Source: an optimization exercise on an open RTL-to-GDS flow (aim: small area). Production flows keep margins and buffers that such runs may drop.
At most, simulation tests tie the RTL to the original design; equivalence was not proved.
Only the layout flow was run in runs 2 to 4; the RTL was not checked for function there.
Power figures rest on the tool's default switching activity, not on a simulated workload.

--- design.v ---
module axi_gpio
(
    input  logic        ACLK,
    input  logic        ARESETn,
    input  logic  [8:2] AWADDR,
    input  logic        AWVALID,
    output logic        AWREADY,
    input  logic [31:0] WDATA,
    input  logic  [3:0] WSTRB,
    input  logic        WVALID,
    output logic        WREADY,
    output logic  [1:0] BRESP,
    output logic        BVALID,
    input  logic        BREADY,
    input  logic  [8:2] ARADDR,
    input  logic        ARVALID,
    output logic        ARREADY,
    output logic [31:0] RDATA,
    output logic  [1:0] RRESP,
    output logic        RVALID,
    input  logic        RREADY,
    output logic        ip2intc_irpt,
    input  logic [31:0] gpio_io_i,
    output logic [31:0] gpio_io_o,
    output logic [31:0] gpio_io_t,
    input  logic [31:0] gpio2_io_i,
    output logic [31:0] gpio2_io_o,
    output logic [31:0] gpio2_io_t
);
localparam [6:0] A_GPIO_IO    = 7'h00;  
localparam [6:0] A_GPIO_IO_T  = 7'h01;  
localparam [6:0] A_GPIO2_IO   = 7'h02;  
localparam [6:0] A_GPIO2_IO_T = 7'h03;  
localparam [6:0] A_GIER       = 7'h47;  
localparam [6:0] A_IER        = 7'h48;  
localparam [6:0] A_ISR        = 7'h4A;  
logic        rst;
logic        wready;
logic        write_strobe;
logic        read_strobe;
logic [31:0] gpio_io_i_reg;
logic [31:0] gpio2_io_i_reg;
logic  [1:0] in_changed;
logic        global_int_en;
logic  [1:0] ip_int_en;
logic  [1:0] ip_int_status;
logic        isr_toggle;
always_ff @(posedge ACLK)
    rst <= ~ARESETn;
assign BRESP = 2'b00;
assign RRESP = 2'b00;
assign write_strobe = AWVALID && WVALID && !BVALID;
assign read_strobe  = ARVALID && !RVALID;
logic [3:0] ld_o1, ld_t1, ld_o2, ld_t2;
logic [3:0] hd_o1, hd_t1, hd_o2, hd_t2;
logic       ld_gier, hd_gier, ld_ier, hd_ier;
always_comb begin
    for (int i = 0; i < 4; i++) begin
        ld_o1[i] = !rst &&  (write_strobe && AWADDR == A_GPIO_IO    && WSTRB[i]);
        hd_o1[i] = !rst && !(write_strobe && AWADDR == A_GPIO_IO    && WSTRB[i]);
        ld_t1[i] = !rst &&  (write_strobe && AWADDR == A_GPIO_IO_T  && WSTRB[i]);
        hd_t1[i] = !rst && !(write_strobe && AWADDR == A_GPIO_IO_T  && WSTRB[i]);
        ld_o2[i] = !rst &&  (write_strobe && AWADDR == A_GPIO2_IO   && WSTRB[i]);
        hd_o2[i] = !rst && !(write_strobe && AWADDR == A_GPIO2_IO   && WSTRB[i]);
        ld_t2[i] = !rst &&  (write_strobe && AWADDR == A_GPIO2_IO_T && WSTRB[i]);
        hd_t2[i] = !rst && !(write_strobe && AWADDR == A_GPIO2_IO_T && WSTRB[i]);
    end
    ld_gier = !rst &&  (write_strobe && AWADDR == A_GIER && WSTRB[3]);
    hd_gier = !rst && !(write_strobe && AWADDR == A_GIER && WSTRB[3]);
    ld_ier  = !rst &&  (write_strobe && AWADDR == A_IER  && WSTRB[0]);
    hd_ier  = !rst && !(write_strobe && AWADDR == A_IER  && WSTRB[0]);
end
genvar i;
generate
for (i = 0; i < 32; i++) begin : g_bit
    logic d_o1, d_t1, d_o2, d_t2;
    gpio_ao22 u_o1(.a1(ld_o1[i/8]), .a2(WDATA[i]), .b1(hd_o1[i/8]), .b2(gpio_io_o[i]),  .y(d_o1));
    gpio_ao22 u_t1(.a1(ld_t1[i/8]), .a2(WDATA[i]), .b1(hd_t1[i/8]), .b2(gpio_io_t[i]),  .y(d_t1));
    gpio_ao22 u_o2(.a1(ld_o2[i/8]), .a2(WDATA[i]), .b1(hd_o2[i/8]), .b2(gpio2_io_o[i]), .y(d_o2));
    gpio_ao22 u_t2(.a1(ld_t2[i/8]), .a2(WDATA[i]), .b1(hd_t2[i/8]), .b2(gpio2_io_t[i]), .y(d_t2));
    always_ff @(posedge ACLK) begin
        gpio_io_o[i]  <= d_o1;
        gpio_io_t[i]  <= d_t1;
        gpio2_io_o[i] <= d_o2;
        gpio2_io_t[i] <= d_t2;
    end
end
endgenerate
always_ff @(posedge ACLK) begin
    global_int_en <= (ld_gier & WDATA[31]) | (hd_gier & global_int_en);
    ip_int_en     <= ({2{ld_ier}} & WDATA[1:0]) | ({2{hd_ier}} & ip_int_en);
end
always_ff @(posedge ACLK) begin
    wready <= !rst && write_strobe;
    BVALID <= !rst && (write_strobe || (BVALID && !BREADY));
end
assign AWREADY = wready;
assign WREADY  = wready;
always_ff @(posedge ACLK) begin
    gpio_io_i_reg  <= gpio_io_i;
    gpio2_io_i_reg <= gpio2_io_i;
    in_changed[0] <= rst ? (|gpio_io_i)  : (|(gpio_io_i  ^ gpio_io_i_reg));
    in_changed[1] <= rst ? (|gpio2_io_i) : (|(gpio2_io_i ^ gpio2_io_i_reg));
end
assign isr_toggle = write_strobe && AWADDR == A_ISR && WSTRB[0];
always_ff @(posedge ACLK) begin
    ip_int_status <= rst ? 2'b00 :
                     (in_changed | (ip_int_status ^ (WDATA[1:0] & {2{isr_toggle}})));
    ip2intc_irpt  <= !rst && |ip_int_status;
end
always_ff @(posedge ACLK) begin
    ARREADY <= !rst && read_strobe;
    RVALID  <= !rst && (read_strobe || (RVALID && !RREADY));
end
logic s_io1, s_t1, s_io2, s_t2, s_gier, s_ier, s_isr;
always_comb begin
    s_io1  = !RVALID && ARADDR == A_GPIO_IO;
    s_t1   = !RVALID && ARADDR == A_GPIO_IO_T;
    s_io2  = !RVALID && ARADDR == A_GPIO2_IO;
    s_t2   = !RVALID && ARADDR == A_GPIO2_IO_T;
    s_gier = !RVALID && ARADDR == A_GIER;
    s_ier  = !RVALID && ARADDR == A_IER;
    s_isr  = !RVALID && ARADDR == A_ISR;
end
logic [31:0] rd_mux;
generate
for (i = 0; i < 32; i++) begin : g_rd
    gpio_rd_bit u_rd(.hold(RVALID), .q(RDATA[i]),
                     .s0(s_io1), .d0(gpio_io_i_reg[i]),
                     .s1(s_t1),  .d1(gpio_io_t[i]),
                     .s2(s_io2), .d2(gpio2_io_i_reg[i]),
                     .s3(s_t2),  .d3(gpio2_io_t[i]),
                     .y(rd_mux[i]));
end
endgenerate
always_ff @(posedge ACLK) begin
    RDATA <= rd_mux
           | ({32{s_gier}} & {1'b0, global_int_en, 30'd0})
           | ({32{s_ier}}  & {30'd0, ip_int_en})
           | ({32{s_isr}}  & {30'd0, ip_int_status});
end
endmodule
module gpio_ao22 (input logic a1, a2, b1, b2, output logic y);
    assign y = (a1 & a2) | (b1 & b2);
endmodule
module gpio_rd_bit (input logic hold, q, s0, d0, s1, d1, s2, d2, s3, d3,
                    output logic y);
    assign y = (hold & q) | (s0 & d0) | (s1 & d1) | (s2 & d2) | (s3 & d3);
endmodule
module axi_gpio_expanded
#(
    parameter C_ALL_INPUTS        = 0,
    parameter C_ALL_OUTPUTS       = 0,
    parameter C_GPIO_WIDTH        = 32,
    parameter C_DOUT_DEFAULT      = 32'h00000000,
    parameter C_TRI_DEFAULT       = 32'hFFFFFFFF,
    parameter C_IS_DUAL           = 1,
    parameter C_ALL_INPUTS_2      = 0,
    parameter C_ALL_OUTPUTS_2     = 0,
    parameter C_GPIO2_WIDTH       = 32,
    parameter C_DOUT_DEFAULT_2    = 32'h00000000,
    parameter C_TRI_DEFAULT_2     = 32'hFFFFFFFF,
    parameter C_INTERRUPT_PRESENT = 1
)
(
    input  logic              ACLK,
    input  logic              ARESETn,
    input  logic        [8:2] AWADDR,
    input  logic        [2:0] AWPROT,
    input  logic              AWVALID,
    output logic              AWREADY,
    input  logic       [31:0] WDATA,
    input  logic        [3:0] WSTRB,
    input  logic              WVALID,
    output logic              WREADY,
    output logic        [1:0] BRESP,
    output logic              BVALID,
    input  logic              BREADY,
    input  logic        [8:2] ARADDR,
    input  logic        [2:0] ARPROT,
    input  logic              ARVALID,
    output logic              ARREADY,
    output logic       [31:0] RDATA,
    output logic        [1:0] RRESP,
    output logic              RVALID,
    input  logic              RREADY,
    output logic ip2intc_irpt,
    input  logic  [C_GPIO_WIDTH-1:0] gpio_io_i,
    output logic  [C_GPIO_WIDTH-1:0] gpio_io_o,
    output logic  [C_GPIO_WIDTH-1:0] gpio_io_t,
    input  logic [C_GPIO2_WIDTH-1:0] gpio2_io_i,
    output logic [C_GPIO2_WIDTH-1:0] gpio2_io_o,
    output logic [C_GPIO2_WIDTH-1:0] gpio2_io_t
);
   axi_gpio gpio(
      .ACLK(ACLK), .ARESETn(ARESETn),
      .AWADDR(AWADDR), .AWVALID(AWVALID), .AWREADY(AWREADY),
      .WDATA(WDATA), .WSTRB(WSTRB), .WVALID(WVALID), .WREADY(WREADY),
      .BRESP(BRESP), .BVALID(BVALID), .BREADY(BREADY),
      .ARADDR(ARADDR), .ARVALID(ARVALID), .ARREADY(ARREADY),
      .RDATA(RDATA), .RRESP(RRESP), .RVALID(RVALID), .RREADY(RREADY),
      .ip2intc_irpt(ip2intc_irpt),
      .gpio_io_i(gpio_io_i), .gpio_io_o(gpio_io_o), .gpio_io_t(gpio_io_t),
      .gpio2_io_i(gpio2_io_i), .gpio2_io_o(gpio2_io_o), .gpio2_io_t(gpio2_io_t));
endmodule
--- flow/run.sh ---
#!/bin/bash
# Own layout flow: the standard ORFS flow (standard.sh, unchanged synthesis),
# with two layout options changed:
#  - port buffers use the smallest buffer cell (buf_1) instead of the tool's pick;
#  - clock tree synthesis without dummy load cells.
# Each tool's full output stays in orfs/logs/; make's own output goes to flow_make.log.
set -euo pipefail
cd "$(dirname "$0")/.."
BPA="-buffer_cell sky130_fd_sc_hd__buf_1"
CTSA="-sink_clustering_enable -repair_clock_nets -dont_use_dummy_load"
if [[ -f flow/cts_args.txt ]]; then CTSA="$(cat flow/cts_args.txt)"; fi
export BUFFER_PORTS_ARGS="$BPA"
export CTS_ARGS="$CTSA"
bash standard.sh "BUFFER_PORTS_ARGS=$BPA" "CTS_ARGS=$CTSA" finish > flow_make.log 2>&1
--- flow/cts_args.txt ---
-sink_clustering_enable -repair_clock_nets -dont_use_dummy_load -sink_clustering_size 30 -sink_clustering_max_diameter 200 -buf_list sky130_fd_sc_hd__clkbuf_16
--- standard.sh ---
#!/bin/bash
# synth_recipe.tcl (not shown) runs the flow's synth.tcl, then flattens the netlist and writes it again
# the make line also repeats each setting of config.mk as NAME=value (left out here)
make -C /OpenROAD-flow-scripts/flow DESIGN_CONFIG=/design/flow/config.mk WORK_HOME=/design/flow/orfs CLKGATE_MAP_FILE= SYNTH_SCRIPT=/design/flow/synth_recipe.tcl "${@:-finish}"
--- config.mk ---
export PLATFORM = sky130hd
export DESIGN_NAME = axi_gpio_expanded
export DESIGN_NICKNAME = axi_gpio_expanded
export VERILOG_FILES = /design/flow/design.v
export SDC_FILE = /design/flow/constraint.sdc
export NUM_CORES = 4
export LEC_CHECK = 0
export CAP_MARGIN = 20
export CORE_MARGIN = 2
export CORE_UTILIZATION = 40
export SLEW_MARGIN = 20
export SYNTH_HIERARCHICAL = 1
--- constraint.sdc ---
create_clock -name core_clock -period 5.0 [get_ports {ACLK}]
set_input_delay 1.0000 -clock core_clock [delete_from_list [all_inputs] [get_ports {ACLK}]]
set_output_delay 1.0000 -clock core_clock [all_outputs]
set_load 0.01 [all_outputs]
==> out/metrics.cfg, run 1 <==
[worst_setup_path]
cp.arrival_ns = 3.27
crit_family = simple AND/OR/NAND/NOR gates
crit_path_end_kind = flop
crit_chain = buf_1, or3_1, or4_4, nor3b_4, buf_4, a222oi_1, nand2_1, inv_1, o31ai_1
worstPathMaxFanout = 13
path_buf_inv = 3
crit_slowest_cell = nor3b_4
slowest_delay_ns = 0.62
required_ns = 5.40
start_kind = primary input
criticalPathCategory = in2reg

[clocking]
cts_tree = done
holdBufCountCts = 0
cts_buffer_depth = 3
postCtsSetupRepairBufs = 0
cts-root-buf = clkbuf_16
clk-insertion-delay-late_ns = 0.48
htreeDepth = 1
clock_sinks = 237
cts_buffers = 11
clk_pin_slew_ns = 0.11
post_cts_resized = 0

[global_routing]
grt_pass1_wl_um = 42200
grt_pass1_vias = 6814
globalRouteOverflowTotal = 0
grt_max_degree = 37
antenna_found_initial = 1
gr-usage-all-layers = 0.257

[placement]
dp_hpwl_um = 21400
place.gp.congestion = 0.897
pre_cts_ws_ns = 1.62
portBuffers = 286
dp_cells = 1239
dpl_cell_area_mm2 = 0.00951

[die]
initial_core_util = 0.411
num_rows = 51
fp.dieArea_mm2 = 0.0213
placeableCoreArea_mm2 = 0.0196
die_w_um = 146
die_h_um = 146
io_pins = 297

[final_layout]
final_cell_count_no_fill = 1252
fin_nets = 1114
syn2layout_area_growth_pct = 21.5
utilization = 0.500
stdcell_area_mm2 = 0.00979
layout_common_cells = buf_1, dfxtp_1, a22o_1
final_common_cell = buf_1
drive_gt1_frac = 0.0305
fill_cells = 1926

[sta]
rsz0062_at_grt = no
worstMarginPinSlew_ns = 0.997
drv_slew = 0
slew_headroom = 0.335
whs_ns = 0.466
setup_viol = 0
finalHoldViolations = 0
tns_ns = 0
final.setup.worst_slack_ns = 2.13
fin_worst_skew_ns = 0.0159
finalCritPeriodShare = 0.573
fmax_mhz = 349
min_period_ns = 2.87

[pwr]
power_frac_clock = 0.313
p_total_mw = 3.14
p_leak_nw = 3.62
p_per_area_mw_per_mm2 = 321
power.switching_mw = 0.753
p_int_mw = 2.39
sw_frac_of_total = 0.239
power_frac_comb = 0.067
seqPwrFrac = 0.620
ir_drop_v = 0.000184

[route]
wl_per_cell_um = 22.6
via_count = 7034
drc_errors = 0
via_per_inst = 5.62
routed_wl_um = 28200
drt_first_iter_violations = 561
antenna_left = 0
firstDrtPassIters = 5

[logic_synthesis]
synth-seq-cells = 237
synth_cells = 685
avgSynthCellArea_um2 = 11.8
synth.area.top_cells = dfxtp_1, a22o_1, a222oi_1, xnor2_1, xor2_1
synth_top_area_frac = 0.589
mappedNetlistArea_mm2 = 0.00805
ys_seq_area_frac = 0.589
synth_largest_area_cell = dfxtp_1
ys_types = 42
synth_warnings = 7

[worst_hold_path]
hold_path_class = reg2reg

[flow_run]
drv_cap = 0

[run_status]
status = no timing/DRC/antenna violations

-- worst register-to-register path, stage by stage, from the launching register on --
cell	delay [ns]
dfxtp_1	0.33
or3_1	0.37
or4_4	0.50
nor3b_4	0.62
buf_4	0.31
a222oi_1	0.10
nand2_1	0.13
inv_1	0.05
o31ai_1	0.05
-- final timing paths --
kind | startpoint | to | slack [ns] | cells past startpoint
max reg2reg | gpio.RVALID$_DFF_P_ | gpio.RDATA[30]$_DFF_P_ | 2.45 | 8
min | gpio.in_changed[0]$_DFF_P_ | gpio.ip_int_status[0]$_SDFF_PP0_ | 0.47 | 2
max | ARADDR[7] | gpio.RDATA[30]$_DFF_P_ | 2.13 | 9
min reg2reg | gpio.in_changed[0]$_DFF_P_ | gpio.ip_int_status[0]$_SDFF_PP0_ | 0.47 | 2
-- layout make-up --
class	instances	area, µm²	area share
antenna	2	5.00	0.000511
clock buffer	11	275	0.0281
inverter	9	33.8	0.00345
multi-input combinational	432	3250	0.332
sequential	237	4740	0.485
tap	265	332	0.0339
timing repair buffer	296	1150	0.117
-- cell families after synthesis --
| kind of cell | share of synthesized area |
|---|---|
| multiplexers | 0.00621 |
| flip-flops | 0.589 |
| AND/OR/NAND/NOR | 0.0955 |
| AO/OA/AOI/OAI | 0.230 |
| other | 0.000466 |
| buffers and inverters | 0.0112 |
| XOR/XNOR | 0.0674 |
-- power groups by stage --
stage | Combinational, mW | Sequential, mW | Clock, mW
floorplan | 0.0836 | 1.99 | 0
global placement | 0.206 | 1.99 | 0
detailed placement | 0.208 | 1.99 | 0
CTS | 0.210 | 1.95 | 1.00
global route | 0.229 | 1.95 | 1.06
finish | 0.212 | 1.95 | 0.984
-- layer usage --
metal  up-vias  track usage  wire length, µm
li1       3285            -                -
met1      3408        0.365            13100
met2       306        0.400            12400
met3        35       0.0492             1990
met4         0       0.0716              803
met5         -            0                0
-- per-module statistics from Yosys (local to each module, per instance), a selection --
module	times used	cells inside	flip-flops and latches
axi_gpio	1	461	237
gpio_ao22	128	1	0
gpio_rd_bit	32	3	0
-- synthesized netlist by cell type --
master,count
a2111oi_0,1
a211oi_1,1
a21oi_1,21
a222oi_1,33
a22o_1,128
a22oi_1,32
and2_1,1
and2b_1,1
and3_1,2
and3b_1,1
and4bb_1,1
buf_1,1
buf_4,5
clkbuf_1,4
conb_1,1
dfxtp_1,237
inv_1,9
mux2i_1,5
nand2_1,37
nand2b_1,5
nand3_1,6
nand3b_1,1
nand4_1,14
nand4b_1,2
nor2_1,28
nor3_1,7
nor3_2,2
nor3b_1,1
nor3b_2,2
nor4_1,19
nor4_2,1
nor4b_1,2
nor4b_4,1
o21bai_1,2
o221ai_1,1
o2bb2ai_1,1
o31ai_1,1
or3_1,4
or4_1,1
or4_4,1
xnor2_1,32
xor2_1,30
==> run 2: changes to the inputs <==
--- a/design.v
+++ b/design.v
@@ -112,24 +112,25 @@
     ARREADY <= !rst && read_strobe;
     RVALID  <= !rst && (read_strobe || (RVALID && !RREADY));
 end
-logic s_io1, s_t1, s_io2, s_t2, s_gier, s_ier, s_isr;
+logic s_gier, s_ier, s_isr;
 always_comb begin
-    s_io1  = !RVALID && ARADDR == A_GPIO_IO;
-    s_t1   = !RVALID && ARADDR == A_GPIO_IO_T;
-    s_io2  = !RVALID && ARADDR == A_GPIO2_IO;
-    s_t2   = !RVALID && ARADDR == A_GPIO2_IO_T;
     s_gier = !RVALID && ARADDR == A_GIER;
     s_ier  = !RVALID && ARADDR == A_IER;
     s_isr  = !RVALID && ARADDR == A_ISR;
 end
+logic [1:0] h_io1, h_t1, h_io2, h_t2;
+gpio_rsel u_rsel_lo(.rvalid(RVALID), .addr(ARADDR),
+                    .s0(h_io1[0]), .s1(h_t1[0]), .s2(h_io2[0]), .s3(h_t2[0]));
+gpio_rsel u_rsel_hi(.rvalid(RVALID), .addr(ARADDR),
+                    .s0(h_io1[1]), .s1(h_t1[1]), .s2(h_io2[1]), .s3(h_t2[1]));
 logic [31:0] rd_mux;
 generate
 for (i = 0; i < 32; i++) begin : g_rd
     gpio_rd_bit u_rd(.hold(RVALID), .q(RDATA[i]),
-                     .s0(s_io1), .d0(gpio_io_i_reg[i]),
-                     .s1(s_t1),  .d1(gpio_io_t[i]),
-                     .s2(s_io2), .d2(gpio2_io_i_reg[i]),
-                     .s3(s_t2),  .d3(gpio2_io_t[i]),
+                     .s0(h_io1[i/16]), .d0(gpio_io_i_reg[i]),
+                     .s1(h_t1[i/16]),  .d1(gpio_io_t[i]),
+                     .s2(h_io2[i/16]), .d2(gpio2_io_i_reg[i]),
+                     .s3(h_t2[i/16]),  .d3(gpio2_io_t[i]),
                      .y(rd_mux[i]));
 end
 endgenerate
@@ -146,6 +147,15 @@
 module gpio_rd_bit (input logic hold, q, s0, d0, s1, d1, s2, d2, s3, d3,
                     output logic y);
     assign y = (hold & q) | (s0 & d0) | (s1 & d1) | (s2 & d2) | (s3 & d3);
+endmodule
+module gpio_rsel (input logic rvalid, input logic [8:2] addr,
+                  output logic s0, s1, s2, s3);
+    logic base;
+    assign base = !rvalid && addr[8:4] == 5'd0;
+    assign s0 = base && addr[3:2] == 2'd0;
+    assign s1 = base && addr[3:2] == 2'd1;
+    assign s2 = base && addr[3:2] == 2'd2;
+    assign s3 = base && addr[3:2] == 2'd3;
 endmodule
 module axi_gpio_expanded
 #(
--- a/config.mk
+++ b/config.mk
@@ -7,6 +7,6 @@
 export LEC_CHECK = 0
 export CAP_MARGIN = 20
 export CORE_MARGIN = 2
-export CORE_UTILIZATION = 40
+export CORE_UTILIZATION = 55
 export SLEW_MARGIN = 20
 export SYNTH_HIERARCHICAL = 1
==> out/metrics.cfg, run 2 <==
[placement]
pre_cts_ws_ns = 1.95  ; was 1.62 ns
place.gp.congestion = 0.928  ; was 0.897
dp_hpwl_um = 19300  ; was 21400 µm
portBuffers = 286  ; unchanged

[logic_synthesis]
ys_async_sr_fraction = 0  ; unchanged
ys_types = 41  ; was 42
synth_largest_area_cell = dfxtp_1  ; unchanged
mappedNetlistArea_mm2 = 0.00810  ; was 0.00805 mm²
synth_common_cells = dfxtp_1, a22o_1, xor2_1  ; was dfxtp_1, a22o_1, nand2_1
synth_cells = 689  ; was 685
synth_top_area_frac = 0.586  ; was 0.589
synth_edf_count = 0  ; unchanged
avgSynthCellArea_um2 = 11.8  ; about the same
synth.area.top_cells = dfxtp_1, a22o_1, xor2_1, a222oi_1, a22oi_1  ; was dfxtp_1, a22o_1, a222oi_1, xnor2_1, xor2_1
synth-seq-cells = 237  ; unchanged
ys.flop_type = dfxtp_1  ; unchanged
ys_seq_area_frac = 0.586  ; was 0.589
synth_warnings = 7  ; unchanged
post-synth-top-count-cell = dfxtp_1  ; unchanged

[die]
fp.dieArea_mm2 = 0.0157  ; was 0.0213 mm²
initial_core_util = 0.560  ; was 0.411
die_w_um = 125  ; was 146 µm
placeableCoreArea_mm2 = 0.0145  ; was 0.0196 mm²
io_pins = 297  ; unchanged
num_rows = 44  ; was 51
die_h_um = 125  ; was 146 µm

[route]
drc_errors = 0  ; unchanged
via_count = 7135  ; was 7034
wl_per_cell_um = 21.3  ; was 22.6 µm
antenna_left = 0  ; unchanged
via_per_inst = 6.08  ; was 5.62
routed_wl_um = 24900  ; was 28200 µm
drt_first_iter_violations = 583  ; was 561
firstDrtPassIters = 7  ; was 5

[global_routing]
grt_use_met2 = 0.514  ; was 0.400
antenna_found_initial = 0  ; was 1
busiest_layer = met2  ; unchanged
grt_max_degree = 40  ; was 37
grt_pass1_wl_um = 38000  ; was 42200 µm
grt_util_met1 = 0.389  ; was 0.365
gr-usage-met3 = 0.0492  ; about the same
grt_pass1_vias = 6907  ; was 6814
gr-usage-all-layers = 0.301  ; was 0.257
globalRouteOverflowTotal = 0  ; unchanged

[pwr]
sw_frac_of_total = 0.232  ; was 0.239
power_frac_comb = 0.065  ; was 0.067
ir_drop_v = 0.000232  ; was 0.000184 V
p_leak_nw = 3.66  ; was 3.62 nW
seqPwrFrac = 0.627  ; was 0.620
power.switching_mw = 0.723  ; was 0.753 mW
power_frac_clock = 0.308  ; was 0.313
p_total_mw = 3.11  ; was 3.14 mW
p_per_area_mw_per_mm2 = 319  ; was 321 mW/mm²
p_int_mw = 2.39  ; about the same

[worst_setup_path]
worstPathMaxFanout = 8  ; was 13
r2r-end = gpio.RDATA[30]$_DFF_P_  ; unchanged
start_kind = primary input  ; unchanged
criticalPathCategory = in2reg  ; unchanged
r2r-start = gpio.RVALID$_DFF_P_  ; unchanged
rrSetupSlack_ns = 2.59  ; was 2.45 ns
required_ns = 5.36  ; was 5.40 ns
crit_path_end_kind = flop  ; unchanged
cp.arrival_ns = 3.02  ; was 3.27 ns
r2r_cells = 6  ; was 8

[final_layout]
utilization = 0.673  ; was 0.500
syn2layout_area_growth_pct = 20.2  ; was 21.5%
layout_common_cells = buf_1, dfxtp_1, a22o_1  ; unchanged
diodes = 0  ; was 2
drive_gt1_frac = 0.0364  ; was 0.0305
final_common_cell = buf_1  ; unchanged
fin_nets = 1118  ; was 1114

[sta]
setup_viol = 0  ; unchanged
whs_ns = 0.460  ; was 0.466 ns
fin_worst_skew_ns = 0.0147  ; was 0.0159 ns
fmax_mhz = 377  ; was 349 MHz
tns_ns = 0  ; unchanged
drv_slew = 0  ; unchanged
min_period_ns = 2.66  ; was 2.87 ns
slew_headroom = 0.268  ; was 0.335
rsz0062_at_grt = no  ; unchanged
finalCritPeriodShare = 0.531  ; was 0.573
finalHoldViolations = 0  ; unchanged
worstMarginPinSlew_ns = 1.09  ; was 0.997 ns
final.setup.worst_slack_ns = 2.34  ; was 2.13 ns

[clocking]
cts_buffer_depth = 3  ; unchanged
cts-root-buf = clkbuf_16  ; unchanged
clock_sinks = 237  ; unchanged
cts_buffers = 11  ; unchanged
cts_tree = done  ; unchanged
clk-insertion-delay-late_ns = 0.47  ; was 0.48 ns
htreeDepth = 1  ; unchanged
postCtsSetupRepairBufs = 0  ; unchanged
post_cts_resized = 0  ; unchanged
holdBufCountCts = 0  ; unchanged
clk_pin_slew_ns = 0.11  ; about the same

[worst_hold_path]
whs_endpoint = gpio.ip_int_status[0]$_SDFF_PP0_  ; unchanged
hold_path_class = reg2reg  ; unchanged
whs_path_depth = 2  ; unchanged
min-delay-start = gpio.in_changed[0]$_DFF_P_  ; unchanged

[flow_run]
drv_cap = 0  ; unchanged

[run_status]
status = no timing/DRC/antenna violations  ; unchanged

-- run 2: changes by cell type after synthesis, moves of 4 or more --
cell,previous run,this run
nor4_1,19,29
xnor2_1,32,8
nand4_1,14,9
inv_1,9,5
xor2_1,30,58
-- run 2: layout make-up --
| cell class | instances | area (µm²) |
|---|---|---|
| Clock buffer | 11 | 275 |
| Fill cell | 1212 | 4740 |
| Inverter | 5 | 18.8 |
| Multi-Input combinational cell | 441 | 3330 |
| Sequential cell | 237 | 4740 |
| Tap cell | 184 | 230 |
| Timing Repair Buffer | 295 | 1140 |
-- run 2: metal layers --
metal | wire, µm | share of wire | up-vias
met2 | 11900 | 0.48 | 367
met5 | 0 | 0 | -
met1 | 10200 | 0.41 | 3424
met4 | 838 | 0.034 | 0
met3 | 1960 | 0.079 | 52
li1 | - | - | 3292
-- run 2: worst max path at each step --
stage,cells past startpoint,slack (ns),endpoint,start
floorplan,5,1.73,gpio.RDATA[0]$_DFF_P_,ARADDR[5]
global placement,6,1.96,gpio.RDATA[30]$_DFF_P_,ARADDR[5]
detailed placement,7,1.95,gpio.gpio2_io_t[5]$_DFF_P_,AWADDR[7]
CTS,7,2.44,gpio.gpio2_io_t[5]$_DFF_P_,AWADDR[7]
global route,7,2.28,gpio.gpio2_io_t[5]$_DFF_P_,AWADDR[7]
finish,7,2.34,gpio.gpio2_io_t[5]$_DFF_P_,AWADDR[7]
-- run 2: worst max-delay path: stages --
cell	delay, ns
buf_1	0.11
or3_1	0.43
nor3_2	0.21
nand2_1	0.12
nor2_1	0.50
a21oi_1	0.37
a22o_1	0.30
-- run 2: cells by family (layout without fill, tap and decap cells) --
| family | after synthesis | after routing | synth area share |
|---|---|---|---|
| flops | 237 | 237 | 0.586 |
| compound gates | 217 | 217 | 0.224 |
| simple gates | 149 | 149 | 0.103 |
| xor+xnor | 66 | 66 | 0.0713 |
| buf+inv | 14 | 311 | 0.00880 |
| mux | 5 | 5 | 0.00618 |
| other cells | 1 | 4 | 0.000463 |
-- run 2: stage by stage --
step                cells  cell area, µm²
floorplan             692            8110
global placement     1162            9460
detailed placement   1162            9460
CTS                  1173            9740
global route         1173            9740
finish               1173            9740
-- run 2: modules after synthesis, one instance, submodules excluded, a selection --
module       cells inside  flip-flops and latches  times used  area [µm²]
axi_gpio              449                     237           1        6190
gpio_ao22               1                       0         128        8.76
gpio_rd_bit             3                       0          32        21.3
gpio_rsel               8                       0           2        57.6
-- run 2: power groups by stage --
stage | registers, mW | clock network, mW | logic (mW)
finish | 1.95 | 0.957 | 0.202
global route | 1.95 | 1.02 | 0.219
CTS | 1.95 | 0.962 | 0.200
detailed placement | 1.99 | 0 | 0.199
global placement | 1.99 | 0 | 0.193
floorplan | 1.99 | 0 | 0.0806
==> run 3: changes to the inputs <==
--- a/config.mk
+++ b/config.mk
@@ -7,6 +7,6 @@
 export LEC_CHECK = 0
 export CAP_MARGIN = 20
 export CORE_MARGIN = 2
-export CORE_UTILIZATION = 55
+export CORE_UTILIZATION = 40
 export SLEW_MARGIN = 20
 export SYNTH_HIERARCHICAL = 1
==> out/metrics.cfg, run 3 <==
[worst_setup_path]
worstPathMaxFanout = 8  ; unchanged
r2r-start = gpio.BVALID$_DFF_P_  ; was gpio.RVALID$_DFF_P_
crit_chain = buf_1, or3_1, nor3_2, nand2_1, nor3_2, a21oi_1, a22o_1  ; was buf_1, or3_1, nor3_2, nand2_1, nor2_1, a21oi_1, a22o_1
r2r_cells = 5  ; was 6
path_buf_inv = 1  ; unchanged
crit_path_end = gpio.gpio2_io_o[6]$_DFF_P_  ; was gpio.gpio2_io_t[5]$_DFF_P_
crit_slowest_cell = nor3_2  ; was nor2_1
rrSetupSlack_ns = 2.80  ; was 2.59 ns
criticalPathCategory = in2reg  ; unchanged
crit_path_end_kind = flop  ; unchanged
cpMostUsedCell = nor3_2
r2r-end = gpio.gpio2_io_t[8]$_DFF_P_  ; was gpio.RDATA[30]$_DFF_P_
cp_num_cells = 7  ; unchanged
start_kind = primary input  ; unchanged
cp.arrival_ns = 3.21  ; was 3.02 ns
required_ns = 5.36  ; about the same
critPathLaunch = AWADDR[7]  ; unchanged
crit_family = simple AND/OR/NAND/NOR gates  ; unchanged
slowest_delay_ns = 0.64  ; was 0.50 ns

[logic_synthesis]
ys_seq_area_frac = 0.586  ; unchanged
ys_types = 41  ; unchanged
ys.flop_type = dfxtp_1  ; unchanged
mappedNetlistArea_mm2 = 0.00810  ; unchanged
avgSynthCellArea_um2 = 11.8  ; unchanged
synth_top_area_frac = 0.586  ; unchanged
synth_cells = 689  ; unchanged
post-synth-top-count-cell = dfxtp_1  ; unchanged
synth_warnings = 7  ; unchanged
synth-seq-cells = 237  ; unchanged
synth_common_cells = dfxtp_1, a22o_1, xor2_1  ; unchanged
synth_largest_area_cell = dfxtp_1  ; unchanged
synth_edf_count = 0  ; unchanged
ys_async_sr_fraction = 0  ; unchanged
synth.area.top_cells = dfxtp_1, a22o_1, xor2_1, a222oi_1, a22oi_1  ; unchanged

[sta]
fin_worst_skew_ns = 0.0147  ; about the same
finalCritPeriodShare = 0.571  ; was 0.531
fmax_mhz = 350  ; was 377 MHz
min_period_ns = 2.85  ; was 2.66 ns
worstMarginPinSlew_ns = 0.821  ; was 1.09 ns
rsz0062_at_grt = no  ; unchanged
slew_headroom = 0.450  ; was 0.268
setup_viol = 0  ; unchanged
tns_ns = 0  ; unchanged
drv_slew = 0  ; unchanged
final.setup.worst_slack_ns = 2.15  ; was 2.34 ns
finalHoldViolations = 0  ; unchanged

[final_layout]
stdcell_area_mm2 = 0.00986  ; was 0.00974 mm²
syn2layout_area_growth_pct = 21.6  ; was 20.2%
final_common_cell = buf_1  ; unchanged
regArea_mm2 = 0.00474  ; unchanged
final_cell_count_no_fill = 1261  ; was 1173
fill_cells = 2012  ; was 1212
drive_gt1_frac = 0.0364  ; unchanged
layout_common_cells = buf_1, dfxtp_1, a22o_1  ; unchanged
fin_nets = 1118  ; unchanged
multi_input_area_mm2 = 0.00333  ; about the same

[die]
die_w_um = 146  ; was 125 µm
fp.dieArea_mm2 = 0.0214  ; was 0.0157 mm²
num_rows = 52  ; was 44
io_pins = 297  ; unchanged
placeableCoreArea_mm2 = 0.0200  ; was 0.0145 mm²
initial_core_util = 0.404  ; was 0.560
die_h_um = 146  ; was 125 µm

[clocking]
cts_buffers = 11  ; unchanged
cts_buffer_depth = 3  ; unchanged
clk_pin_slew_ns = 0.11  ; about the same
postCtsSetupRepairBufs = 0  ; unchanged
cts-root-buf = clkbuf_16  ; unchanged
holdBufCountCts = 0  ; unchanged
htreeDepth = 1  ; unchanged
clock_sinks = 237  ; unchanged
post_cts_resized = 0  ; unchanged
clk-insertion-delay-late_ns = 0.47  ; about the same
cts_tree = done  ; unchanged

[global_routing]
grt_use_met2 = 0.414  ; was 0.514
antenna_found_initial = 1  ; was 0
grt_util_met1 = 0.324  ; was 0.389
gr-usage-met3 = 0.0491  ; was 0.0492
grt_pass1_vias = 6691  ; was 6907
gr-usage-all-layers = 0.247  ; was 0.301
busiest_layer = met2  ; unchanged
globalRouteOverflowTotal = 0  ; unchanged
grt_pass1_wl_um = 40700  ; was 38000 µm
grt_max_degree = 40  ; unchanged

[route]
drc_errors = 0  ; unchanged
via_per_inst = 5.46  ; was 6.08
wl_per_cell_um = 21.6  ; was 21.3 µm
antenna_left = 0  ; unchanged
via_count = 6884  ; was 7135
drt_first_iter_violations = 544  ; was 583
firstDrtPassIters = 7  ; unchanged
routed_wl_um = 27300  ; was 24900 µm

[placement]
place.gp.congestion = 0.862  ; was 0.928
dpl_cell_area_mm2 = 0.00957  ; was 0.00946 mm²
portBuffers = 286  ; unchanged
dp_cells = 1248  ; was 1162
pre_cts_ws_ns = 1.76  ; was 1.95 ns
dp_hpwl_um = 21200  ; was 19300 µm

[pwr]
p_per_area_mw_per_mm2 = 317  ; was 319 mW/mm²
p_total_mw = 3.13  ; was 3.11 mW
ir_drop_v = 0.000198  ; was 0.000232 V
power.switching_mw = 0.738  ; was 0.723 mW
p_int_mw = 2.39  ; about the same
power_frac_clock = 0.311  ; was 0.308
sw_frac_of_total = 0.236  ; was 0.232
p_leak_nw = 3.67  ; was 3.66 nW
seqPwrFrac = 0.624  ; was 0.627
power_frac_comb = 0.065  ; about the same

[worst_hold_path]
min-delay-start = gpio.in_changed[1]$_DFF_P_  ; was gpio.in_changed[0]$_DFF_P_
hold_path_class = reg2reg  ; unchanged

[run_status]
status = no timing/DRC/antenna violations  ; unchanged

[flow_run]
drv_cap = 0  ; unchanged

==> run 3: cell types whose count changed in the layout (fill, tap and decap cells not counted), sizes merged <==
cell   change
diode      +2
==> run 3: per-stage QoR <==
stage | utilization | hold slack, ns
6_report | 0.492 | 0.460
5_1_grt | 0.492 | 0.475
4_1_cts | 0.491 | 0.461
3_5_place_dp | 0.478 | 0.444
3_3_place_gp | 0.478 | 0.447
2_1_floorplan | - | 0.411
==> run 3: how the worst min path moves through the flow <==
stage                                       end  slack, ns  cells past startpoint
2_1_floorplan  gpio.ip_int_status[0]$_SDFF_PP0_       0.41                      2
3_3_place_gp   gpio.ip_int_status[1]$_SDFF_PP0_       0.45                      2
3_5_place_dp   gpio.ip_int_status[1]$_SDFF_PP0_       0.44                      2
4_1_cts        gpio.ip_int_status[1]$_SDFF_PP0_       0.46                      2
5_1_grt        gpio.ip_int_status[1]$_SDFF_PP0_       0.48                      2
6_report       gpio.ip_int_status[1]$_SDFF_PP0_       0.46                      2
==> run 3: worst reg2reg max path: stages (launching register included) <==
cell	delay [ns]
dfxtp_1	0.35
and3b_1	0.29
nand2_1	0.09
nor2_1	0.66
a21oi_1	0.40
a22o_1	0.29
==> run 3: logic make-up after synthesis <==
kind of cell / synth area share
compound gates: 0.224
xor+xnor: 0.0713
buf+inv: 0.00880
flops: 0.586
mux: 0.00618
other cells: 0.000463
simple gates: 0.103
==> run 3: area by class of cell <==
class	count	share of cell area
diodes	2	0.000508
clock buffers	11	0.0279
inverters	5	0.00190
multi-input cells	441	0.338
flip-flops and latches	237	0.481
well taps	270	0.0343
repair buffers	295	0.116
==> run 3: routing by layer <==
layer  part of all wire  routed length [µm]  vias to the layer above
li1                   -                   -                     3297
met4              0.029                 798                        0
met3              0.083                2250                       37
met5                  0                   0                        -
met1               0.42               11500                     3266
met2               0.47               12800                      284
==> run 3: power by group through the flow <==
stage / Sequential (mW) / Combinational, mW / Clock, mW
after floorplan: 1.99 / 0.0806 / 0
after global placement: 1.99 / 0.201 / 0
after detailed placement: 1.99 / 0.202 / 0
after CTS: 1.95 / 0.203 / 1.01
after global routing: 1.95 / 0.222 / 1.07
final: 1.95 / 0.204 / 0.972
==> run 3: modules after synthesis, one instance, submodules excluded, a selection <==
module	times used	flip-flops and latches
axi_gpio	1	237
gpio_rsel	2	0
gpio_rd_bit	32	0
gpio_ao22	128	0
==> run 4: changes to the inputs <==
--- a/config.mk
+++ b/config.mk
@@ -8,5 +8,6 @@
 export CAP_MARGIN = 20
 export CORE_MARGIN = 2
 export CORE_UTILIZATION = 40
+export GPL_TIMING_DRIVEN = 0
 export SLEW_MARGIN = 20
 export SYNTH_HIERARCHICAL = 1
==> out/metrics.cfg, run 4 <==
[die]
fp.dieArea_mm2 = 0.0214  ; unchanged
io_pins = 297  ; unchanged
die_w_um = 146  ; unchanged
die_h_um = 146  ; unchanged
placeableCoreArea_mm2 = 0.0200  ; unchanged
initial_core_util = 0.404  ; unchanged
num_rows = 52  ; unchanged

[final_layout]
final_common_cell = buf_1  ; unchanged
layout_common_cells = buf_1, dfxtp_1, a22o_1  ; unchanged
final_cell_count_no_fill = 1274  ; was 1261
syn2layout_area_growth_pct = 22.8  ; was 21.6%
regArea_mm2 = 0.00475  ; was 0.00474 mm²
fin_nets = 1130  ; was 1118
fill_cells = 2019  ; was 2012
drive_gt1_frac = 0.0470  ; was 0.0364
multi_input_area_mm2 = 0.00335  ; was 0.00333 mm²

[sta]
tns_ns = 0  ; unchanged
fin_worst_skew_ns = 0.0217  ; was 0.0147 ns
fmax_mhz = 362  ; was 350 MHz
finalHoldViolations = 0  ; unchanged
min_period_ns = 2.77  ; was 2.85 ns
finalCritPeriodShare = 0.553  ; was 0.571
drv_slew = 0  ; unchanged
rsz0062_at_grt = no  ; unchanged
slew_headroom = 0.432  ; was 0.450
setup_viol = 0  ; unchanged
worstMarginPinSlew_ns = 0.853  ; was 0.821 ns

[logic_synthesis]
synth-seq-cells = 237  ; unchanged
synth_largest_area_cell = dfxtp_1  ; unchanged
synth_edf_count = 0  ; unchanged
ys_seq_area_frac = 0.586  ; unchanged
synth.area.top_cells = dfxtp_1, a22o_1, xor2_1, a222oi_1, a22oi_1  ; unchanged
ys.flop_type = dfxtp_1  ; unchanged
synth_warnings = 7  ; unchanged
synth_common_cells = dfxtp_1, a22o_1, xor2_1  ; unchanged
post-synth-top-count-cell = dfxtp_1  ; unchanged
ys_types = 41  ; unchanged
ys_async_sr_fraction = 0  ; unchanged
synth_top_area_frac = 0.586  ; unchanged
avgSynthCellArea_um2 = 11.8  ; unchanged
mappedNetlistArea_mm2 = 0.00810  ; unchanged
synth_cells = 689  ; unchanged

[placement]
portBuffers = 285  ; was 286
dp_cells = 1260  ; was 1248
dp_hpwl_um = 22000  ; was 21200 µm
place.gp.congestion = 0.882  ; was 0.862

[global_routing]
gr-usage-all-layers = 0.247  ; about the same
antenna_found_initial = 0  ; was 1
grt_util_met1 = 0.321  ; was 0.324
globalRouteOverflowTotal = 0  ; unchanged
grt_pass1_wl_um = 40900  ; was 40700 µm
grt_use_met2 = 0.420  ; was 0.414
busiest_layer = met2  ; unchanged
grt_pass1_vias = 6728  ; was 6691
gr-usage-met3 = 0.0478  ; was 0.0491
grt_max_degree = 35  ; was 40

[worst_hold_path]
min-delay-start = gpio.in_changed[1]$_DFF_P_  ; unchanged
hold_path_class = reg2reg  ; unchanged

[worst_setup_path]
cpMostUsedCell = nor3_2  ; unchanged
worstPathMaxFanout = 8  ; unchanged
r2r-start = gpio.rst$_DFF_P_  ; was gpio.BVALID$_DFF_P_
r2r-end = gpio.gpio2_io_o[5]$_DFF_P_  ; was gpio.gpio2_io_t[8]$_DFF_P_
required_ns = 5.36  ; about the same
path_buf_inv = 1  ; unchanged
crit_path_end_kind = flop  ; unchanged
crit_family = simple AND/OR/NAND/NOR gates  ; unchanged
cp.arrival_ns = 3.13  ; was 3.21 ns
r2r_cells = 4  ; was 5
crit_slowest_cell = nor3_2  ; unchanged
crit_path_end = gpio.gpio2_io_o[5]$_DFF_P_  ; was gpio.gpio2_io_o[6]$_DFF_P_
crit_chain = buf_1, or3_1, nor3_2, nand2_1, nor3_2, a21oi_1, a22o_1  ; unchanged
start_kind = primary input  ; unchanged
slowest_delay_ns = 0.54  ; was 0.64 ns
rrSetupSlack_ns = 2.54  ; was 2.80 ns
cp_num_cells = 7  ; unchanged
criticalPathCategory = in2reg  ; unchanged
critPathLaunch = AWADDR[7]  ; unchanged

[clocking]
postCtsSetupRepairBufs = 0  ; unchanged
htreeDepth = 1  ; unchanged
cts_tree = done  ; unchanged
cts_buffers = 11  ; unchanged
clk-insertion-delay-late_ns = 0.48  ; was 0.47 ns
holdBufCountCts = 0  ; unchanged
cts-root-buf = clkbuf_16  ; unchanged
cts_buffer_depth = 3  ; unchanged
post_cts_resized = 0  ; unchanged
clk_pin_slew_ns = 0.11  ; about the same
clock_sinks = 237  ; unchanged

[run_status]
status = no timing/DRC/antenna violations  ; unchanged

[route]
via_per_inst = 5.48  ; was 5.46
via_count = 6985  ; was 6884
drt_first_iter_violations = 538  ; was 544
routed_wl_um = 27900  ; was 27300 µm
drc_errors = 0  ; unchanged
wl_per_cell_um = 21.9  ; was 21.6 µm
antenna_left = 0  ; unchanged
firstDrtPassIters = 6  ; was 7

[pwr]
p_per_area_mw_per_mm2 = 316  ; was 317 mW/mm²
p_total_mw = 3.14  ; was 3.13 mW
p_leak_nw = 3.73  ; was 3.67 nW
ir_drop_v = 0.000189  ; was 0.000198 V

[flow_run]
drv_cap = 0  ; unchanged

==> run 4: power breakdown <==
part           leakage (nW)  total, mW  internal [mW]  switching, mW
logic                  1.66      0.209         0.0699          0.139
registers              1.94       1.95           1.92         0.0302
clock network         0.136      0.983          0.401          0.582
==> run 4: logic make-up (layout without fill, tap and decap cells) <==
group | count (synthesis) | count (layout) | synth area share
xor gates and xnor gates | 66 | 66 | 0.0713
other | 1 | 7 | 0.000463
and+or+nand+nor | 149 | 149 | 0.103
buffers and inverters | 14 | 323 | 0.00880
muxes | 5 | 5 | 0.00618
DFF | 237 | 237 | 0.586
AOI/OAI and AO/OA | 217 | 217 | 0.224
==> run 4: worst min-delay path, delay by kind of cell, from the launching register on <==
kind / cells / cell delay, ns
AOI/OAI and AO/OA: 1 / 0.05
buffers and inverters: 1 / 0.05
DFF: 1 / 0.32
==> run 4: stage by stage <==
stage          setup slack (ns)   util  hold slack [ns]  instance area (µm²)
3_3_place_gp              0.528  0.475            0.445                 9520
2_1_floorplan              1.73      -            0.411                 8110
5_1_grt                    2.15  0.496            0.467                 9940
4_1_cts                    2.30  0.496            0.461                 9940
3_5_place_dp               1.82  0.483            0.444                 9670
6_report                   2.23  0.497            0.455                 9950
==> run 4: layout make-up <==
type                    instances  area share
flip-flops and latches        237       0.477
multi-input cells             441       0.337
repair buffers                298       0.117
well taps                     270      0.0339
clock buffers                  11      0.0277
plain buffers                   9     0.00528
inverters                       5     0.00189
diodes                          3    0.000754
==> run 4: how the worst min path moves through the flow <==
stage / to / slack (ns) / cells after the start
6_report: gpio.ip_int_status[1]$_SDFF_PP0_ / 0.45 / 2
2_1_floorplan: gpio.ip_int_status[0]$_SDFF_PP0_ / 0.41 / 2
4_1_cts: gpio.ip_int_status[1]$_SDFF_PP0_ / 0.46 / 2
3_3_place_gp: gpio.ip_int_status[1]$_SDFF_PP0_ / 0.45 / 2
3_5_place_dp: gpio.ip_int_status[1]$_SDFF_PP0_ / 0.44 / 2
5_1_grt: gpio.ip_int_status[1]$_SDFF_PP0_ / 0.47 / 2
==> run 4: modules after synthesis (local to each module, per instance), a selection <==
| module | flip-flops and latches | times used | cells inside | area (µm²) |
|---|---|---|---|---|
| axi_gpio | 237 | 1 | 449 | 6190 |
| gpio_ao22 | 0 | 128 | 1 | 8.76 |
| gpio_rd_bit | 0 | 32 | 3 | 21.3 |
| gpio_rsel | 0 | 2 | 8 | 57.6 |
==> run 4: layer usage <==
metal  vias up  routed length, µm
li1       3315                  -
met1      3346              11900
met2       290              13200
met3        34               2070
met4         0                754
met5         -                  0
==> run 5: changes to the inputs <==
--- a/design.v
+++ b/design.v
@@ -51,24 +51,32 @@
 assign RRESP = 2'b00;
 assign write_strobe = AWVALID && WVALID && !BVALID;
 assign read_strobe  = ARVALID && !RVALID;
+logic ws_ok;
+logic aw_low;
+logic [3:0] w_sel;
+assign ws_ok  = write_strobe && !rst;
+assign aw_low = AWADDR[8:4] == 5'd0;
+assign w_sel[0] = ws_ok && aw_low && AWADDR[3:2] == 2'd0;
+assign w_sel[1] = ws_ok && aw_low && AWADDR[3:2] == 2'd1;
+assign w_sel[2] = ws_ok && aw_low && AWADDR[3:2] == 2'd2;
+assign w_sel[3] = ws_ok && aw_low && AWADDR[3:2] == 2'd3;
 logic [3:0] ld_o1, ld_t1, ld_o2, ld_t2;
 logic [3:0] hd_o1, hd_t1, hd_o2, hd_t2;
 logic       ld_gier, hd_gier, ld_ier, hd_ier;
+genvar k;
+generate
+for (k = 0; k < 4; k++) begin : g_ldhd
+    gpio_ldhd u_o1(.sel(w_sel[0]), .strb(WSTRB[k]), .rst(rst), .ld(ld_o1[k]), .hd(hd_o1[k]));
+    gpio_ldhd u_t1(.sel(w_sel[1]), .strb(WSTRB[k]), .rst(rst), .ld(ld_t1[k]), .hd(hd_t1[k]));
+    gpio_ldhd u_o2(.sel(w_sel[2]), .strb(WSTRB[k]), .rst(rst), .ld(ld_o2[k]), .hd(hd_o2[k]));
+    gpio_ldhd u_t2(.sel(w_sel[3]), .strb(WSTRB[k]), .rst(rst), .ld(ld_t2[k]), .hd(hd_t2[k]));
+end
+endgenerate
 always_comb begin
-    for (int i = 0; i < 4; i++) begin
-        ld_o1[i] = !rst &&  (write_strobe && AWADDR == A_GPIO_IO    && WSTRB[i]);
-        hd_o1[i] = !rst && !(write_strobe && AWADDR == A_GPIO_IO    && WSTRB[i]);
-        ld_t1[i] = !rst &&  (write_strobe && AWADDR == A_GPIO_IO_T  && WSTRB[i]);
-        hd_t1[i] = !rst && !(write_strobe && AWADDR == A_GPIO_IO_T  && WSTRB[i]);
-        ld_o2[i] = !rst &&  (write_strobe && AWADDR == A_GPIO2_IO   && WSTRB[i]);
-        hd_o2[i] = !rst && !(write_strobe && AWADDR == A_GPIO2_IO   && WSTRB[i]);
-        ld_t2[i] = !rst &&  (write_strobe && AWADDR == A_GPIO2_IO_T && WSTRB[i]);
-        hd_t2[i] = !rst && !(write_strobe && AWADDR == A_GPIO2_IO_T && WSTRB[i]);
-    end
-    ld_gier = !rst &&  (write_strobe && AWADDR == A_GIER && WSTRB[3]);
-    hd_gier = !rst && !(write_strobe && AWADDR == A_GIER && WSTRB[3]);
-    ld_ier  = !rst &&  (write_strobe && AWADDR == A_IER  && WSTRB[0]);
-    hd_ier  = !rst && !(write_strobe && AWADDR == A_IER  && WSTRB[0]);
+    ld_gier = ws_ok && AWADDR == A_GIER && WSTRB[3];
+    hd_gier = !(ld_gier || rst);
+    ld_ier  = ws_ok && AWADDR == A_IER  && WSTRB[0];
+    hd_ier  = !(ld_ier || rst);
 end
 genvar i;
 generate
@@ -99,9 +107,11 @@
 always_ff @(posedge ACLK) begin
     gpio_io_i_reg  <= gpio_io_i;
     gpio2_io_i_reg <= gpio2_io_i;
-    in_changed[0] <= rst ? (|gpio_io_i)  : (|(gpio_io_i  ^ gpio_io_i_reg));
-    in_changed[1] <= rst ? (|gpio2_io_i) : (|(gpio2_io_i ^ gpio2_io_i_reg));
-end
+    in_changed    <= in_changed_d;
+end
+logic [1:0] in_changed_d;
+assign in_changed_d[0] = rst ? (|gpio_io_i)  : (|(gpio_io_i  ^ gpio_io_i_reg));
+assign in_changed_d[1] = rst ? (|gpio2_io_i) : (|(gpio2_io_i ^ gpio2_io_i_reg));
 assign isr_toggle = write_strobe && AWADDR == A_ISR && WSTRB[0];
 always_ff @(posedge ACLK) begin
     ip_int_status <= rst ? 2'b00 :
@@ -112,25 +122,24 @@
     ARREADY <= !rst && read_strobe;
     RVALID  <= !rst && (read_strobe || (RVALID && !RREADY));
 end
-logic s_gier, s_ier, s_isr;
+logic s_io1, s_t1, s_io2, s_t2, s_gier, s_ier, s_isr;
 always_comb begin
+    s_io1  = !RVALID && ARADDR == A_GPIO_IO;
+    s_t1   = !RVALID && ARADDR == A_GPIO_IO_T;
+    s_io2  = !RVALID && ARADDR == A_GPIO2_IO;
+    s_t2   = !RVALID && ARADDR == A_GPIO2_IO_T;
     s_gier = !RVALID && ARADDR == A_GIER;
     s_ier  = !RVALID && ARADDR == A_IER;
     s_isr  = !RVALID && ARADDR == A_ISR;
 end
-logic [1:0] h_io1, h_t1, h_io2, h_t2;
-gpio_rsel u_rsel_lo(.rvalid(RVALID), .addr(ARADDR),
-                    .s0(h_io1[0]), .s1(h_t1[0]), .s2(h_io2[0]), .s3(h_t2[0]));
-gpio_rsel u_rsel_hi(.rvalid(RVALID), .addr(ARADDR),
-                    .s0(h_io1[1]), .s1(h_t1[1]), .s2(h_io2[1]), .s3(h_t2[1]));
 logic [31:0] rd_mux;
 generate
 for (i = 0; i < 32; i++) begin : g_rd
     gpio_rd_bit u_rd(.hold(RVALID), .q(RDATA[i]),
-                     .s0(h_io1[i/16]), .d0(gpio_io_i_reg[i]),
-                     .s1(h_t1[i/16]),  .d1(gpio_io_t[i]),
-                     .s2(h_io2[i/16]), .d2(gpio2_io_i_reg[i]),
-                     .s3(h_t2[i/16]),  .d3(gpio2_io_t[i]),
+                     .s0(s_io1), .d0(gpio_io_i_reg[i]),
+                     .s1(s_t1),  .d1(gpio_io_t[i]),
+                     .s2(s_io2), .d2(gpio2_io_i_reg[i]),
+                     .s3(s_t2),  .d3(gpio2_io_t[i]),
                      .y(rd_mux[i]));
 end
 endgenerate
@@ -148,14 +157,12 @@
                     output logic y);
     assign y = (hold & q) | (s0 & d0) | (s1 & d1) | (s2 & d2) | (s3 & d3);
 endmodule
-module gpio_rsel (input logic rvalid, input logic [8:2] addr,
-                  output logic s0, s1, s2, s3);
-    logic base;
-    assign base = !rvalid && addr[8:4] == 5'd0;
-    assign s0 = base && addr[3:2] == 2'd0;
-    assign s1 = base && addr[3:2] == 2'd1;
-    assign s2 = base && addr[3:2] == 2'd2;
-    assign s3 = base && addr[3:2] == 2'd3;
+module gpio_chg (input logic rst, input logic [31:0] i, r, output logic y);
+    assign y = rst ? (|i) : (|(i ^ r));
+endmodule
+module gpio_ldhd (input logic sel, strb, rst, output logic ld, hd);
+    assign ld = sel & strb;
+    assign hd = ~(ld | rst);
 endmodule
 module axi_gpio_expanded
 #(
--- a/config.mk
+++ b/config.mk
@@ -5,9 +5,8 @@
 export SDC_FILE = /design/flow/constraint.sdc
 export NUM_CORES = 4
 export LEC_CHECK = 0
-export CAP_MARGIN = 20
+export CAP_MARGIN = 5
 export CORE_MARGIN = 2
 export CORE_UTILIZATION = 40
-export GPL_TIMING_DRIVEN = 0
-export SLEW_MARGIN = 20
+export SLEW_MARGIN = 5
 export SYNTH_HIERARCHICAL = 1
==> out/metrics.cfg, run 5 <==
[route]
routed_wl_um = 26500  ; was 27900 µm
drt_first_iter_violations = 512  ; was 538
via_count = 6813  ; was 6985
antenna_left = 0  ; unchanged
via_per_inst = 5.49  ; was 5.48
wl_per_cell_um = 21.3  ; was 21.9 µm
drc_errors = 0  ; unchanged
firstDrtPassIters = 6  ; unchanged

[worst_setup_path]
slowest_delay_ns = 0.72  ; was 0.54 ns
crit_path_end_kind = flop  ; unchanged
r2r-start = gpio.rst$_DFF_P_  ; unchanged
r2r-end = gpio.gpio_io_t[21]$_DFF_P_  ; was gpio.gpio2_io_o[5]$_DFF_P_
worstPathMaxFanout = 8  ; unchanged
criticalPathCategory = in2reg  ; unchanged
crit_chain = buf_1, nand3b_4, or2_4, or3_1, or3_4, nor3b_2, a21oi_1, a22o_1  ; was buf_1, or3_1, nor3_2, nand2_1, nor3_2, a21oi_1, a22o_1
crit_slowest_cell = nor3b_2  ; was nor3_2
required_ns = 5.37  ; was 5.36 ns
cp.arrival_ns = 3.62  ; was 3.13 ns
rrSetupSlack_ns = 1.89  ; was 2.54 ns
r2r_cells = 7  ; was 4
start_kind = primary input  ; unchanged

[sta]
final.setup.worst_slack_ns = 1.75  ; was 2.23 ns
worstMarginPinSlew_ns = 0.896  ; was 0.853 ns
setup_viol = 0  ; unchanged
tns_ns = 0  ; unchanged
fmax_mhz = 308  ; was 362 MHz
slew_headroom = 0.402  ; was 0.432
min_period_ns = 3.25  ; was 2.77 ns
finalCritPeriodShare = 0.650  ; was 0.553
fin_worst_skew_ns = 0.0193  ; was 0.0217 ns
rsz0062_at_grt = no  ; unchanged
finalHoldViolations = 0  ; unchanged
drv_slew = 0  ; unchanged

[logic_synthesis]
synth_cells = 674  ; was 689
ys_seq_area_frac = 0.593  ; was 0.586
synth-seq-cells = 237  ; unchanged
synth_edf_count = 0  ; unchanged
ys.flop_type = dfxtp_1  ; unchanged
synth_common_cells = dfxtp_1, a22o_1, xor2_1  ; unchanged
synth_top_area_frac = 0.593  ; was 0.586
synth.area.top_cells = dfxtp_1, a22o_1, xor2_1, a222oi_1, a22oi_1  ; unchanged
synth_warnings = 7  ; unchanged
synth_largest_area_cell = dfxtp_1  ; unchanged
post-synth-top-count-cell = dfxtp_1  ; unchanged
avgSynthCellArea_um2 = 11.9  ; was 11.8 µm²
mappedNetlistArea_mm2 = 0.00800  ; was 0.00810 mm²
ys_async_sr_fraction = 0  ; unchanged
ys_types = 36  ; was 41

[clocking]
post_cts_resized = 0  ; unchanged
holdBufCountCts = 0  ; unchanged
cts-root-buf = clkbuf_16  ; unchanged
htreeDepth = 1  ; unchanged
cts_buffers = 11  ; unchanged
clk-insertion-delay-late_ns = 0.47  ; was 0.48 ns
clock_sinks = 237  ; unchanged
postCtsSetupRepairBufs = 0  ; unchanged
cts_tree = done  ; unchanged
cts_buffer_depth = 3  ; unchanged
clk_pin_slew_ns = 0.11  ; about the same

[pwr]
ir_drop_v = 0.000260  ; was 0.000189 V
p_per_area_mw_per_mm2 = 321  ; was 316 mW/mm²
p_leak_nw = 3.66  ; was 3.73 nW

[worst_hold_path]
hold_path_class = reg2reg  ; unchanged
whs_path_depth = 1  ; was 2
whs_endpoint = gpio.gpio_io_o[9]$_DFF_P_  ; was gpio.ip_int_status[1]$_SDFF_PP0_
min-delay-start = gpio.gpio_io_o[9]$_DFF_P_  ; was gpio.in_changed[1]$_DFF_P_

[global_routing]
grt_max_degree = 37  ; was 35
gr-usage-met3 = 0.0433  ; was 0.0478
globalRouteOverflowTotal = 0  ; unchanged
gr-usage-all-layers = 0.236  ; was 0.247
busiest_layer = met2  ; unchanged
grt_pass1_vias = 6364  ; was 6728
antenna_found_initial = 0  ; unchanged
grt_use_met2 = 0.374  ; was 0.420
grt_util_met1 = 0.346  ; was 0.321
grt_pass1_wl_um = 39100  ; was 40900 µm

[die]
initial_core_util = 0.409  ; was 0.404
num_rows = 51  ; was 52
placeableCoreArea_mm2 = 0.0195  ; was 0.0200 mm²
die_h_um = 145  ; was 146 µm
die_w_um = 145  ; was 146 µm
io_pins = 297  ; unchanged
fp.dieArea_mm2 = 0.0211  ; was 0.0214 mm²

[final_layout]
layout_common_cells = buf_1, dfxtp_1, a22o_1  ; unchanged
fill_cells = 1979  ; was 2019
fin_nets = 1104  ; was 1130
drive_gt1_frac = 0.0308  ; was 0.0470
syn2layout_area_growth_pct = 21.7  ; was 22.8%
final_common_cell = buf_1  ; unchanged
stdcell_area_mm2 = 0.00973  ; was 0.00995 mm²

[placement]
portBuffers = 286  ; was 285
dp_hpwl_um = 20300  ; was 22000 µm
place.gp.congestion = 0.826  ; was 0.882
dpl_cell_area_mm2 = 0.00945  ; was 0.00967 mm²
pre_cts_ws_ns = 1.24  ; was 1.82 ns

[flow_run]
drv_cap = 0  ; unchanged

[run_status]
status = no timing/DRC/antenna violations  ; unchanged

-- run 5: changes by cell type in the layout (fill, tap and decap cells not counted), sizes merged, moves of 4 or more --
cell	change
nor2	-12
nor4	-5
nor3b	+4
and2	+15
buf	-10
-- run 5: through the flow --
| stage | std cells | util | total power [mW] | hold WS, ns |
|---|---|---|---|---|
| after floorplan | 677 | - | 2.06 | 0.413 |
| after global placement | 1229 | 0.484 | 2.19 | 0.450 |
| after detailed placement | 1229 | 0.484 | 2.19 | 0.453 |
| after CTS | 1240 | 0.498 | 3.14 | 0.482 |
| after global routing | 1240 | 0.498 | 3.22 | 0.496 |
| final | 1241 | 0.498 | 3.12 | 0.477 |
-- run 5: cell families (layout without fill, tap and decap cells) --
logic type / Yosys count / count (layout) / share of synthesized area
muxes: 3 / 3 / 0.00391
DFF: 237 / 237 / 0.593
other: 1 / 5 / 0.000469
AOI/OAI and AO/OA: 220 / 220 / 0.230
and+or+nand+nor: 140 / 140 / 0.0955
xor gates and xnor gates: 64 / 64 / 0.0701
buffers and inverters: 9 / 307 / 0.00657
-- run 5: per-layer routing --
metal  routed length (µm)  share of wire
met1                12400           0.47
met2                11800           0.45
met3                 2060          0.078
met4                  244         0.0092
met5                    0              0
-- run 5: worst max-delay path: cells and delay by family --
kind / cells / cell delay [ns]
buf+inv: 1 / 0.13
compound gates: 2 / 0.71
simple gates: 5 / 1.75
-- run 5: layout make-up --
class,count,area (µm²),share of cell area
sequential,237,4740,0.488
multi-input combinational,431,3230,0.332
tap,265,332,0.0341
antenna,1,2.50,0.000257
timing repair buffer,294,1130,0.117
clock buffer,11,275,0.0283
inverter,2,7.51,0.000772
-- run 5: per-module statistics from Yosys, one instance, submodules excluded, excerpt --
module,copies in the design,cell area [µm²],flops+latches,cells inside
axi_gpio,1,6010,237,418
gpio_ao22,128,8.76,0,1
gpio_ldhd,16,11.3,0,2
gpio_rd_bit,32,21.3,0,3
-- run 5: worst max-delay path by stage --
| stage | start | endpoint | slack [ns] | cells past startpoint |
|---|---|---|---|---|
| floorplan | ARADDR[7] | gpio.RDATA[0]$_DFF_P_ | 1.20 | 6 |
| global placement | AWVALID | gpio.gpio2_io_t[7]$_DFF_P_ | 1.29 | 8 |
| detailed placement | AWVALID | gpio.gpio_io_t[21]$_DFF_P_ | 1.24 | 8 |
| CTS | AWVALID | gpio.gpio2_io_t[11]$_DFF_P_ | 1.74 | 8 |
| global route | AWVALID | gpio.gpio_io_t[10]$_DFF_P_ | 1.57 | 8 |
| finish | AWVALID | gpio.gpio_io_t[21]$_DFF_P_ | 1.75 | 8 |
-- run 5: power breakdown --
group / switching, mW / total [mW] / internal [mW]
sequential: 0.0279 / 1.95 / 1.92
clock: 0.574 / 0.975 / 0.401
combinational: 0.133 / 0.196 / 0.0634
==> run 6: changes to the inputs <==
--- a/config.mk
+++ b/config.mk
@@ -5,8 +5,8 @@
 export SDC_FILE = /design/flow/constraint.sdc
 export NUM_CORES = 4
 export LEC_CHECK = 0
-export CAP_MARGIN = 5
+export CAP_MARGIN = 20
 export CORE_MARGIN = 2
 export CORE_UTILIZATION = 40
-export SLEW_MARGIN = 5
+export SLEW_MARGIN = 20
 export SYNTH_HIERARCHICAL = 1
==> out/metrics.cfg, run 6 <==
[clocking]
cts_buffer_depth = 3  ; unchanged
postCtsSetupRepairBufs = 0  ; unchanged
cts_buffers = 11  ; unchanged
post_cts_resized = 0  ; unchanged
htreeDepth = 1  ; unchanged
clock_sinks = 237  ; unchanged

[sta]
final.setup.worst_slack_ns = 1.75  ; unchanged
rsz0062_at_grt = no  ; unchanged
min_period_ns = 3.25  ; unchanged
worstMarginPinSlew_ns = 0.896  ; unchanged
slew_headroom = 0.402  ; unchanged
drv_slew = 0  ; unchanged
finalHoldViolations = 0  ; unchanged

[logic_synthesis]
synth_common_cells = dfxtp_1, a22o_1, xor2_1  ; unchanged
ys_seq_area_frac = 0.593  ; unchanged
ys.flop_type = dfxtp_1  ; unchanged
synth_top_area_frac = 0.593  ; unchanged
synth_warnings = 7  ; unchanged
post-synth-top-count-cell = dfxtp_1  ; unchanged
ys_async_sr_fraction = 0  ; unchanged
synth_largest_area_cell = dfxtp_1  ; unchanged
synth_cells = 674  ; unchanged

[worst_setup_path]
start_kind = primary input  ; unchanged
crit_chain = buf_1, nand3b_4, or2_4, or3_1, or3_4, nor3b_2, a21oi_1, a22o_1  ; unchanged
worstPathMaxFanout = 8  ; unchanged
r2r-end = gpio.gpio_io_t[21]$_DFF_P_  ; unchanged
crit_path_end_kind = flop  ; unchanged
criticalPathCategory = in2reg  ; unchanged

[placement]
pre_cts_ws_ns = 1.24  ; unchanged
portBuffers = 286  ; unchanged

[global_routing]
globalRouteOverflowTotal = 0  ; unchanged
grt_max_degree = 37  ; unchanged

[die]
io_pins = 297  ; unchanged
die_h_um = 145  ; unchanged
fp.dieArea_mm2 = 0.0211  ; unchanged

[route]
via_count = 6813  ; unchanged
drt_first_iter_violations = 512  ; unchanged
via_per_inst = 5.49  ; unchanged
wl_per_cell_um = 21.3  ; unchanged
routed_wl_um = 26500  ; unchanged

[run_status]
status = no timing/DRC/antenna violations  ; unchanged

[final_layout]
fill_cells = 1979  ; unchanged
syn2layout_area_growth_pct = 21.7  ; unchanged
layout_common_cells = buf_1, dfxtp_1, a22o_1  ; unchanged
drive_gt1_frac = 0.0308  ; unchanged

[pwr]
p_leak_nw = 3.66  ; unchanged
p_total_mw = 3.12  ; unchanged

[flow_run]
drv_cap = 0  ; unchanged

[worst_hold_path]
hold_path_class = reg2reg  ; unchanged

-- run 6: cell counts in the layout (fill, tap and decap cells not counted) --
No cell type changed its count.
-- run 6: final cells by class --
type | instances | share of cell area
Multi-Input combinational cell | 431 | 0.332
Antenna cell | 1 | 0.000257
Sequential cell | 237 | 0.488
Timing Repair Buffer | 294 | 0.117
Tap cell | 265 | 0.0341
Clock buffer | 11 | 0.0283
Inverter | 2 | 0.000772
-- run 6: worst min path at each step --
stage	depth (start not counted)	slack, ns	start	endpoint
after floorplan	2	0.41	gpio.in_changed[0]$_DFF_P_	gpio.ip_int_status[0]$_SDFF_PP0_
after global placement	1	0.45	gpio.gpio2_io_o[1]$_DFF_P_	gpio.gpio2_io_o[1]$_DFF_P_
after detailed placement	1	0.45	gpio.gpio_io_o[10]$_DFF_P_	gpio.gpio_io_o[10]$_DFF_P_
after CTS	2	0.48	gpio.in_changed[1]$_DFF_P_	gpio.ip_int_status[1]$_SDFF_PP0_
after global routing	1	0.50	gpio.gpio_io_o[9]$_DFF_P_	gpio.gpio_io_o[9]$_DFF_P_
final	1	0.48	gpio.gpio_io_o[9]$_DFF_P_	gpio.gpio_io_o[9]$_DFF_P_
-- run 6: modules after synthesis (local to each module, per instance), a selection --
module       flip-flops and latches  cells  cell area [µm²]
axi_gpio                        237    418             6010
gpio_rd_bit                       0      3             21.3
gpio_ldhd                         0      2             11.3
gpio_ao22                         0      1             8.76
-- run 6: report_power, final --
group	switching, mW	internal (mW)
registers	0.0279	1.92
clock network	0.574	0.401
logic	0.133	0.0634
total	0.734	2.39
-- run 6: worst max-delay path, delay by kind of cell --
kind                   cells  cell delay [ns]
buffers and inverters      1             0.13
AOI/OAI and AO/OA          2             0.71
and+or+nand+nor            5             1.75
-- run 6: routing by layer --
layer,track usage,vias up,routed length (µm),part of all wire
li1,-,3221,-,-
met1,0.346,3287,12400,0.47
met2,0.374,290,11800,0.45
met3,0.0433,15,2060,0.078
met4,0.0324,0,244,0.0092
met5,0,-,0,0
-- run 6: logic make-up after synthesis --
kind of cell | count (synthesis) | synth area share
AND/OR/NAND/NOR | 140 | 0.0955
AO/OA/AOI/OAI | 220 | 0.230
other | 1 | 0.000469
XOR/XNOR | 64 | 0.0701
flip-flops | 237 | 0.593
multiplexers | 3 | 0.00391
buffers and inverters | 9 | 0.00657
-- run 6: metrics by stage --
step | utilization | instance area, µm² | hold slack, ns
floorplan | - | 8010 | 0.413
global placement | 0.484 | 9450 | 0.450
detailed placement | 0.484 | 9450 | 0.453
CTS | 0.498 | 9720 | 0.482
global route | 0.498 | 9720 | 0.496
finish | 0.498 | 9730 | 0.477

Setup slack of run 6, layout unchanged: 1.749 ns with ideal ports, 1.764 ns with driving cells assumed (clock clkbuf_16, inputs buf_2), 1.262 ns with port delays also shifted by the 0.502 ns mid clock arrival.
